Background: an optimization exercise with open tools, aiming at small area. Do not read the settings as production practice.
Only simulation tests tie the RTL to the original design; equivalence was not proved.
Power is estimated from default activity; no workload was simulated.

Setup of the baseline:
==> flow/design.v <==
module _8bitmultclk(clk,ca,auto,zap,hinib,x,lo,acu,cap);
	input clk;
	input [3:0]ca;
	input auto,zap,hinib;
	input [7:0]x,lo;
	output reg [7:0]acu;
	output reg [3:0]cap;
	reg bor;
	wire yraw=lo[ca[2:0]];
	wire ybit=yraw^bor;
	wire [8:0]acc={1'b0,acu}+(ybit ? x : 8'd0);
	always@(posedge clk)
	begin
		bor<=~ca[3]&((bor&~yraw)|(auto&(ca[2:0]==3'd0)));
		acu<=(ca[3]|zap) ? 8'd0 : acc[8:1];
		if(zap)
			cap<=4'd0;
		else if(~ca[3]&(~ca[2]|hinib))
			cap<={acc[0],cap[3:1]};
	end
endmodule
module debounce(opt,ipt,clk,en,rst_n);
	input ipt;
	input clk,en,rst_n;
	output opt;
	reg [1:0]cnt;
	always@(posedge clk or negedge rst_n)
		if(~rst_n)
			cnt<=2'b00;
		else if(en)
			cnt<={ipt&(cnt[1]|cnt[0]),ipt&~cnt[1]};
	assign opt=cnt[1]&~cnt[0];
endmodule
module displayhex(clk,tick,krst,rst_n,times,nib,seg_leds,seg_nCS);
	input clk,tick,krst,rst_n;
	input [3:0]nib;
	output wire [2:0]times;
	output wire [7:0]seg_leds;
	output wire [5:0]seg_nCS;
	reg [2:0]s;
	reg g;
	reg [3:0]data;
	assign times=g ? {s[1],s[0],~s[2]} : 3'b000;
	always@(posedge clk or negedge rst_n)
		if(!rst_n)
			s<=3'b101;
		else if(krst&&tick)
			s<=times;
	always@(posedge clk)
	begin
		if(!krst)
		begin
			g<=0;
			data<=0;
		end
		else if(tick)
		begin
			g<=1;
			data<=nib;
		end
	end
	assign seg_nCS={s!=3'b000,s!=3'b001,s!=3'b011,s!=3'b111,s!=3'b110,s!=3'b100};
	wire [15:0]sg7=16'h2812,sg6=16'hd860,sg5=16'hd004,sg4=16'h8492,sg3=16'h02ba,sg2=16'h208e,sg1=16'h1083;
	assign seg_leds={sg7[data],sg6[data],sg5[data],sg4[data],sg3[data],sg2[data],sg1[data],1'b1};
endmodule
module frediv(clk,rst_n,ca,tk1k,tk100,tk10,tk2);
	input clk,rst_n;
	output reg [3:0]ca; 
	output wire tk1k,tk100,tk10,tk2;
	reg [3:0]cb; 
	reg [3:0]cc; 
	reg [2:0]cd; 
	wire a3=~ca[2]&ca[1]&ca[0];
	wire b9=cb[3]&cb[0];
	wire c9=cc[3]&cc[0];
	always@(posedge clk or negedge rst_n)
		if(!rst_n)
		begin
			ca<=4'd4;
			cb<=0;
			cc<=0;
			cd<=0;
		end
		else
		begin
			ca<=(ca[3]&ca[0]) ? 4'd0 : ca+1'b1;
			if(a3)
			begin
				cb<=b9 ? 4'd0 : cb+1'b1;
				if(b9)
				begin
					cc<=c9 ? 4'd0 : cc+1'b1;
					if(c9)
						cd<=cd[2] ? 3'd0 : cd+1'b1;
				end
			end
		end
	assign tk1k=ca[3]&~ca[0];
	assign tk100=a3&cb[2]&~cb[1]&~cb[0];
	assign tk10=a3&b9&cc[2]&~cc[1]&~cc[0];
	assign tk2=tk10&cd[1]&~cd[0];
endmodule
module ledshow(en,clk,tick,krst,rst_n,led);
	input en,clk,tick,krst,rst_n;
	output wire [7:0]led;
	reg [2:0]w;
	reg [2:0]l;
	always@(posedge clk)
		w<={3{krst}}&(w+(tick&en));
	always@(posedge clk or negedge rst_n)
		if(!rst_n)
			l<=3'd7;
		else if(krst&&tick)
			l<=en ? w : 3'd7;
	wire p0=(l==3'd0)|(l==3'd6);
	wire p1=(l==3'd1)|(l==3'd5);
	wire p2=(l==3'd2)|(l==3'd4);
	wire p3=(l==3'd3);
	assign led={p0,p1,p2,p3,p3,p2,p1,p0};
endmodule
module main(rst_n,clk,keys,leds,seg_nCS,seg_leds);
	input rst_n;
	input clk;
	input [7:0]keys;
	output wire [7:0]leds;
	output wire [5:0]seg_nCS;
	output wire [7:0]seg_leds;
	localparam [2:0]rststa=3'b000,dpysta=3'b001,atosta=3'b010,adpsta=3'b011,mulsta=3'b110,mdpsta=3'b111;
	wire [3:0]ca;
	wire tk1k,tk100,tk10,tk2;
	frediv tb0(clk,rst_n,ca,tk1k,tk100,tk10,tk2);
	wire krst,key1,key2,key3,key4,key5,key7;
	debounce k1(krst,keys[0],clk,tk100,rst_n);
	debounce k2(key1,keys[1],clk,tk100,rst_n);
	debounce k3(key2,keys[2],clk,tk100,rst_n);
	debounce k4(key3,keys[3],clk,tk100,rst_n);
	debounce k5(key4,keys[4],clk,tk100,rst_n);
	debounce k6(key5,keys[5],clk,tk100,rst_n);
	debounce k8(key7,keys[7],clk,tk100,rst_n);
	reg [2:0]crtsta,nxtsta;
	reg [1:0]nktsta; 
	reg folinic;
	reg flag1,flag2,flag3,flag4,flag5;
	reg [7:0]in1,in2,atoin1;
	always@(posedge clk)
		if(!krst)
			crtsta<=rststa;
		else if(tk1k)
		begin
			if(!key1||!key2||!key3||!key4)
				crtsta<=nxtsta;
			else if(!key5||folinic)
				crtsta<={1'b0,nktsta};
		end
	always@(posedge clk or negedge rst_n)
		if(!rst_n)
		begin
			flag1<=0;
			flag2<=0;
			flag3<=0;
			flag4<=0;
		end
		else if(krst&&tk1k)
		begin
			flag1<=!key1;
			flag2<=!key2;
			flag3<=!key3;
			flag4<=!key4;
		end
	wire mulnow=(crtsta==mulsta);
	wire inc1=tk1k&!key2&!flag2&mulnow;
	wire inc2=tk1k&!key3&!flag3&mulnow;
	always@(posedge clk)
	begin
		in1<={8{krst}}&(in1+inc1);
		in2<={8{krst}}&(in2+inc2);
	end
	always@(posedge clk)
	begin
		if(!krst)
			nxtsta<=rststa;
		else if(tk1k)
		begin
			if(!key4&&!flag4)
				nxtsta<=(crtsta==mdpsta) ? atosta : mdpsta;
			else if(!key3)
				nxtsta<=flag3 ? mulsta : mdpsta;
			else if(!key2)
				nxtsta<=flag2 ? mulsta : mdpsta;
			else if(!key1&&!flag1)
				nxtsta<=(crtsta==rststa) ? dpysta : rststa;
		end
	end
	always@(posedge clk or negedge rst_n)
		if(!rst_n)
			flag5<=0;
		else if(key7&&tk2)
			flag5<=!key5;
	wire atonow=(crtsta==atosta);
	wire [7:0]atoinc=atoin1+1'b1;
	wire inca=tk2&key5&atonow;
	always@(posedge clk)
		atoin1<=key7 ? atoin1+inca : 8'd1;
	always@(posedge clk)
	begin
		if(!key7)
		begin
			nktsta<=atosta[1:0];
			folinic<=0;
		end
		else if(tk2)
		begin
			if(key5)
			begin
				nktsta<=atonow ? adpsta[1:0] : atosta[1:0];
				if(atonow)
					folinic<=1;
			end
			else if(!flag5)
			begin
				if(crtsta==atosta||crtsta==adpsta)
				begin
					nktsta<=dpysta[1:0];
					folinic<=0;
				end
				else
					nktsta<=rststa[1:0];
			end
		end
	end
	wire [7:0]hi=crtsta[2] ? in1 : atoin1; 
	wire [7:0]lo=crtsta[2] ? in2 : atoinc; 
	wire [2:0]times;
	wire [7:0]acu;
	wire [3:0]cap;
	wire auto=!crtsta[2];
	_8bitmultclk mul0(clk,ca,auto,auto&!key7,times==3'b001,hi,lo,acu,cap);
	reg [3:0]nib;
	always@(*)
	begin
		nib=4'h0;
		if(!crtsta[1])
		begin
			if(crtsta[0]) 
				case(times)
					3'b000,3'b111: nib=4'h2;
					3'b110,3'b100: nib=4'h3;
					default: nib=4'h0;
				endcase
		end
		else if(crtsta[0]) 
			case(times)
				3'b000,3'b001: nib=cap;
				3'b011: nib=acu[3:0];
				3'b111: nib=acu[7:4];
				default: nib=4'h0;
			endcase
		else 
			case(times)
				3'b011: nib=lo[3:0];
				3'b111: nib=lo[7:4];
				3'b110: nib=hi[3:0];
				3'b100: nib=hi[7:4];
				default: nib=4'h0;
			endcase
	end
	displayhex magallan(clk,tk1k,krst,rst_n,times,nib,seg_leds,seg_nCS);
	ledshow slience(crtsta==dpysta,clk,tk10,krst,rst_n,leds);
endmodule
Settings: LEC_CHECK=0, CAP_MARGIN=20, CORE_MARGIN=2, CORE_UTILIZATION=40, PLACE_DENSITY=0.6, SLEW_MARGIN=20; clock period 20.0 ns.
standard.sh (not shown) runs the stock make flow with config.mk's settings and CLKGATE_MAP_FILE= SYNTH_SCRIPT=/design/flow/synth_recipe.tcl, a recipe that flattens the netlist after the stock synthesis.
==> flow/flow/run.sh <==
#!/bin/bash
# Own layout flow: the standard flow (standard.sh) with
#  - the standard synthesis, except that ABC maps the combinational logic
#    with flow/area.abc (own_synth.tcl); registers are mapped before ABC and
#    so are exactly the standard synthesis's; full-adder extraction is
#    skipped so that ABC sees all of the logic;
#  - port buffers of the smallest buffer cell instead of the flow's default;
#  - a clock tree of clkbuf_4/clkbuf_8 without dummy loads.
set -euo pipefail
W=$(pwd)
bash "$W/standard.sh" \
  "SYNTH_SCRIPT=$W/flow/own_synth.tcl" \
  "BUFFER_PORTS_ARGS=-buffer_cell sky130_fd_sc_hd__buf_1" \
  "CTS_ARGS=-sink_clustering_enable -repair_clock_nets -dont_use_dummy_load -buf_list {sky130_fd_sc_hd__clkbuf_16} -sink_clustering_size 100 -sink_clustering_max_diameter 1000" \
  finish > "$W/orfs_make.log" 2>&1
==> flow/flow/area.abc <==
strash
ifraig
scorr
dc2
strash
&get -n
&dch -f
&nf -R 1000 -C 32 -F 4 -A 4
&put
==> flow/flow/own_synth.tcl <==
# Standard synthesis (synth_recipe.tcl) with one change: the ABC pass that maps
# the combinational logic uses area.abc instead of ORFS's script. Registers
# are mapped before ABC runs, so they are the standard synthesis's.
set ::own_abc_script [file join [file dirname [file normalize [info script]]] area.abc]
proc abc {args} {
  set i [lsearch -exact $args -script]
  if { $i >= 0 } {
    set args [lreplace $args [expr {$i + 1}] [expr {$i + 1}] $::own_abc_script]
  }
  yosys abc {*}$args
}
proc extract_fa {args} { puts "own flow: extract_fa skipped" }
source [file join [file dirname [file dirname $::own_abc_script]] synth_recipe.tcl]
Modified inputs, the candidate compared to the baseline
Settings: changing PLACE_DENSITY from 0.6 to 0.8; changing CORE_UTILIZATION from 40 to 65.
diff --git a/flow/flow/run.sh b/flow/flow/run.sh
--- a/flow/flow/run.sh
+++ b/flow/flow/run.sh
@@ -13,3 +13,3 @@
   "BUFFER_PORTS_ARGS=-buffer_cell sky130_fd_sc_hd__buf_1" \
-  "CTS_ARGS=-sink_clustering_enable -repair_clock_nets -dont_use_dummy_load -buf_list {sky130_fd_sc_hd__clkbuf_16} -sink_clustering_size 100 -sink_clustering_max_diameter 1000" \
+  "CTS_ARGS=-sink_clustering_enable -repair_clock_nets -dont_use_dummy_load -buf_list {sky130_fd_sc_hd__buf_4} -root_buf sky130_fd_sc_hd__buf_8" \
   finish > "$W/orfs_make.log" 2>&1
### Flow results
- Per the comparison of the candidate with the baseline, total chip power down about 9%, clock power went down, vias after detailed routing saw an increase.
- As far as setup slack is concerned, the baseline and the candidate perform about the same.
- Against the baseline, first-iteration DRC count in the candidate came out worse.
- Cmp the candidate and the baseline / part of the power in combinational logic / lower: the baseline
- Met1 usage, the candidate and the baseline: smaller value in the baseline
- Changes observed in the candidate relative to the baseline: worst hold slack comparable, final standard cell count with taps included and fillers excluded now smaller.
- ~same share of the clock period used by the worst path after layout in the candidate and the baseline
- The candidate reports a lower growth of design area from synthesis to finish than the baseline does.

==> afterwards: timing with drivers on the ports <==
No port has a modelled driver above. Below, the same layouts with a new extraction and two added sets of constraints.
Step 1: set_driving_cell puts a clkbuf_16 on clk and a buf_2 on each other input, an assumption about the parent block.
Step 2 adds t to the input delays and takes it off the output delays; t is the mean of the earliest and latest rising clock arrival at the registers after step 1. Input paths then give back, and output paths get back, about the clock's delay inside the block.
Slacks: no drivers / after step 1 / after step 2; pairs: no drivers / after step 1.
run	t, ns	setup WS [ns]	latest minus earliest clock arrival (ns)	worst data-port slew with drivers (ns)
the baseline	0.370	14.269 / 14.230 / 14.600	0.014 / 0.014	0.03
the candidate	0.339	14.269 / 14.234 / 14.573	0.027 / 0.027	0.03
After both steps setup and hold are still met in every run listed.
